What follows belongs to an exercise in optimizing a design on an open flow for small area and a short achievable clock period; a production flow would make more cautious choices. Function was checked by simulation only, so behaviour that the tests miss may differ from the original. Power and IR drop assume default switching activity.

Setup of build 32:
// FP16_mcl
module FP16_mcl(
    input [15:0] data1,
    input [15:0] data2,
    input rst,
    input input_valid,
    input clk,
    output reg [15:0] datanew,
    output reg output_update
    );
Size in the first run: ~870 cells after synthesis, ~170 flip-flops, about 52 I/O pins, about 8100 um^2 of cells after synthesis.
Settings: LEC_CHECK=0, ABC_AREA=1, CAP_MARGIN=20, CORE_MARGIN=2, CORE_UTILIZATION=60, CTS_BUF_LIST=sky130_fd_sc_hd__clkbuf_4 sky130_fd_sc_hd__clkbuf_8, SETUP_SLACK_MARGIN=3.5, SLEW_MARGIN=20; clock period 5.5 ns.
standard.sh (not shown) runs the stock make flow with config.mk's settings and CLKGATE_MAP_FILE= SYNTH_SCRIPT=/design/flow/synth_recipe.tcl, a recipe that flattens the netlist after the stock synthesis.
==> flow/flow/run.sh <==
#!/bin/bash
# The standard layout, with the port buffers made from the smallest buffer cell.
bash standard.sh 'BUFFER_PORTS_ARGS=-buffer_cell sky130_fd_sc_hd__buf_1' finish > standard.log 2>&1
Build 32 went all the way through the flow, and no timing, DRC or antenna check failed.
Here is what was changed in the inputs of build 76 compared with build 32.
- setting CTS_CLUSTER_DIAMETER to 20 for the first time
- changing SETUP_SLACK_MARGIN from 3.5 to 3.4
==> run summary <==
Compared with build 32, in build 76 static leakage power went down by 1.3%, area added between synthesis and finish went down by 1.3 points, total power went down by 0.000085 W, routed wire length went down by about 0.65%, wire length on met3 went down by 5.8%. Between build 76 and build 32, it is build 76 whose storage element area is lower, by about 0.7%. Diff build 32 -> build 76: register-to-register slack went down 0.04 ns; cell area went down about 1.2%; utilization went down 0.80 points. [compare] base=build 32 new=build 76: power per cell area dropped about 0.7%; setup slack climbed 0.0045 ns.
Setup changes, build 76 to build 44
- a change of CORE_UTILIZATION from 60 to 75
- a change of SETUP_SLACK_MARGIN from 3.4 to 3.45
- a deleted CTS_CLUSTER_DIAMETER that had been 20
### Flow results
Build 44 vs. build 76: internal power contribution climbed 8.1%, post-placement worst setup slack dropped 0.062 ns, xor/xnor share of the synthesized area barely changed, floorplan die height dropped about 10%.
Via count normalized by instance count went up by more than 10% going from build 76 to build 44.
Sort build 44 and build 76 by number of standard-cell rows in the floorplan, ascending, and build 44 comes first.
The length of routed met2 wiring in build 44 sits about 24% above the value recorded for build 76.
Changes in build 24 relative to build 44:
- CORE_UTILIZATION changed from 75 to 60
- SETUP_SLACK_MARGIN changed from 3.45 to 3.4
[summary]
Between build 24 and build 44, cell leakage power is higher for build 44, build 24 comes in under that. Build 24 gives less total wire length than build 44 did. Looking at area of the core region, build 24 sits about 24% above build 44. [compare] base=build 44 new=build 24: total length of routed met3 wires dropped 33%; ratio of final minimum period to clock period dropped 0.16 points; count of clock-buffer cells in the layout dropped 4; final critical-path required period dropped 0.0086 ns. Mean routed wirelength per cell went down by more than 10% going from build 44 to build 24. Highest clock rate: build 24 vs build 44 up 2.0 MHz. Cmp build 24 and build 44 / global-route usage / lower: build 24. On number of standard-cell rows in the floorplan: between build 24 and build 44, it ends up higher for build 24.
### build 24 -> build 39
- PLACE_DENSITY newly set to 0.8
Notes after the runs:
Build 39 reached the end of the flow, and the finished layout is clean on the timing, design-rule and antenna checks.
Build 39 ended with less number of inserted filler cells in the final layout than build 24.
Final wirelength: build 24 vs build 39 — no meaningful difference
Between build 39 and build 24, the setup slack of the critical path after layout is lower for build 24.
Portion of total power attributed to sequential cells (lower): build 39
Build 39 against build 24: total area of multi-input combinational cells neither gained nor lost much; flip-flop and latch share of the layout cell area lost 0.34 points; overall via count from detail_route picked up an extra about 1.8%.
From build 39 to build 24, number of stages on the worst hold path did not move at all.
Setup changes, build 39 to build 25
- changing SETUP_SLACK_MARGIN from 3.4 to 3.3
- removing PLACE_DENSITY (formerly 0.8)
[summary]
On build 25: post-detailed-placement half-perimeter wirelength is 2.5% higher than what build 39 gave.
Comparing build 25 against build 39, there is no change at all in fraction of the yosys area taken by sequential cells.
Delta (build 25 minus build 39): routed wire length stayed essentially flat; global-route usage fell by 0.37 points.
Looking at power density normalized to cell area across build 39 and build 25, the one that comes out lower is build 25.
Build 25 ended up with a higher fraction of the cycle the final worst path needs than build 39 did.
Build 25 reports a lower clock power than build 39 does.

* * *

## P
FP16_mcl, a different RTL version from the one above (not shown whole).
Size: roughly 52 I/O pins.
export LEC_CHECK = 0
export ABC_AREA = 1
export CAP_MARGIN = 20
export CORE_MARGIN = 2
export CORE_UTILIZATION = 60
export CTS_BUF_LIST = sky130_fd_sc_hd__clkbuf_4 sky130_fd_sc_hd__clkbuf_8
export SETUP_SLACK_MARGIN = 3.4
export SLEW_MARGIN = 20
create_clock -name core_clock -period 5.5 [get_ports {clk}]
Scripts as last shown in full above: flow/flow/run.sh
Edits applied to the flow inputs when going from P to Q:
==> flow/flow/run.sh <==
#!/bin/bash
# The standard layout, with the port buffers made from the smallest buffer
# cell and a strong buffer at the root of the clock tree.
bash standard.sh 'BUFFER_PORTS_ARGS=-buffer_cell sky130_fd_sc_hd__buf_1' \
  'CTS_ARGS=-sink_clustering_enable -repair_clock_nets -root_buf sky130_fd_sc_hd__clkbuf_16 -buf_list {sky130_fd_sc_hd__clkbuf_4 sky130_fd_sc_hd__clkbuf_8}' \
  finish > standard.log 2>&1
[summary]
Q reached the final stage; the timing, design-rule and antenna checks on its layout passed.
P ended with every stage complete and zero timing, DRC or antenna violations.
Q ends up with higher met2 layer wire length in the routed design than P does.
For post-layout instance area, P and Q come out practically identical.
Looking at data required time of the worst path, Q sits above P.

* * *

v54:
Starting RTL as in the previous note.
==> flow/config.mk <==
export PLATFORM = sky130hd
export DESIGN_NAME = FP16_mcl
export DESIGN_NICKNAME = FP16_mcl
export VERILOG_FILES = /design/flow/design.v
export SDC_FILE = /design/flow/constraint.sdc
export NUM_CORES = 4
export LEC_CHECK = 0
export ABC_AREA = 1
export CAP_MARGIN = 20
export CORE_MARGIN = 2
export CORE_UTILIZATION = 60
export CTS_BUF_LIST = sky130_fd_sc_hd__clkbuf_4 sky130_fd_sc_hd__clkbuf_8
export GPL_TIMING_DRIVEN = 0
export SETUP_SLACK_MARGIN = 3.45
export SLEW_MARGIN = 20
==> flow/constraint.sdc <==
create_clock -name core_clock -period 5.5 [get_ports {clk}]
set_input_delay 1.1000 -clock core_clock [delete_from_list [all_inputs] [get_ports {clk}]]
set_output_delay 1.1000 -clock core_clock [all_outputs]
set_load 0.01 [all_outputs]
==> flow/flow/run.sh <==
#!/bin/bash
# The standard layout, with the port buffers made from the smallest buffer cell.
bash standard.sh 'BUFFER_PORTS_ARGS=-buffer_cell sky130_fd_sc_hd__buf_1' finish > standard.log 2>&1
diff inputs: v54 => v34
Settings: GPL_TIMING_DRIVEN: 0 -> unset.
==> run summary <==
- Having completed the whole flow, v34 delivered a layout that passed the timing, design-rule and antenna checks.
- v34 vs v54: post-synthesis to final-layout area growth down in v34
- Going from v54 to v34, number of maximum-capacitance violations closely matched the old numbers; number of combinational gates with multiple inputs closely matched the old numbers; average wire per standard cell decreased by 4.2% relative to the old numbers; overall track demand over capacity in global routing decreased by 1.2 points relative to the old numbers; fraction of area in clock buffers and inverters closely matched the old numbers.
- Against v54 as the reference, v34 delivers a lower wire length of the first global-routing pass.
- Going from v54 to v34, total power shrinks by 120 uW.
- v34 ends up with a post-route standard cell area excluding fillers that is 98 um^2 lower than in v54.
- Compared v54 against v34; sequential group power within noise.
Input changes introduced in v57 (baseline for comparison: v34):
Settings: SETUP_SLACK_MARGIN: 3.45 -> 3.4.
==> flow/flow/run.sh <==
#!/bin/bash
# The standard layout, with the port buffers made from the buf_2 cell.
bash standard.sh 'BUFFER_PORTS_ARGS=-buffer_cell sky130_fd_sc_hd__buf_2' finish > standard.log 2>&1
Findings:
Comparing the two runs side by side, v57 comes out ahead of v34 on wire length of the first global-routing pass.
v57 against v34: peak supply drop moved down; sink count of the clock tree level.
Re clock period minus worst slack: v57 and v34 aren't equal, and the higher value belongs to v57.
Comparing average wire per cell in the routed design for v57 and v34, the bigger number came from v34.
Relative to v34, net switching power figure has gone down in v57.
Edits applied to the flow inputs when going from v57 to v56:
Settings: SETUP_SLACK_MARGIN: 3.4 -> 3.55.
==> flow/flow/run.sh <==
#!/bin/bash
# The standard layout, with the port buffers made from the smallest buffer cell.
bash standard.sh 'BUFFER_PORTS_ARGS=-buffer_cell sky130_fd_sc_hd__buf_1' finish > standard.log 2>&1
Findings:
As far as critical path depth goes, v57 and v56 are indistinguishable; the numbers are identical. Sort v57 and v56 by proportion of power drawn by combinational gates, descending, and v56 comes first. From v57 to v56, flip-flop and latch count did not move at all.

## afterwards: timing with drivers on the ports
The results above use ideal ports. As a check the final layouts listed here were re-extracted and re-timed, cells and wires unchanged.
Step 1 assumes that a clkbuf_16 drives the clock port and a buf_2 every other input.
Step 2, shift: input delay + t, output delay - t, t = (earliest + latest rising clock arrival at the registers) / 2. This alone moves slack from input paths to output paths.
Three values: ideal ports, drivers, drivers and shift; two values: the first two.
run | t (ns) | setup slack, ns | pins driven straight from the clock port
build 32 | 0.498 | 3.447 / 3.408 / 3.235 | 1
build 76 | 0.498 | 3.451 / 3.412 / 3.222 | 1
build 44 | 0.492 | 3.443 / 3.424 / 3.190 | 1
build 24 | 0.498 | 3.451 / 3.412 / 3.222 | 1
build 39 | 0.499 | 3.460 / 3.427 / 3.258 | 1
build 25 | 0.497 | 3.431 / 3.392 / 3.236 | 1
P | 0.478 | 3.469 / 3.434 / 3.160 | 1
Q | 0.407 | 3.483 / 3.483 / 3.163 | 1
v54 | 0.478 | 3.426 / 3.426 / 3.090 | 1
v34 | 0.477 | 3.469 / 3.433 / 3.176 | 1
v57 | 0.479 | 3.460 / 3.422 / 3.160 | 1
v56 | 0.476 | 3.473 / 3.437 / 3.222 | 1
After both steps setup and hold are still met in every run listed. The setup slack of v54, which loses most, moves by 0.000 ns with the drivers and by -0.336 ns with both steps.
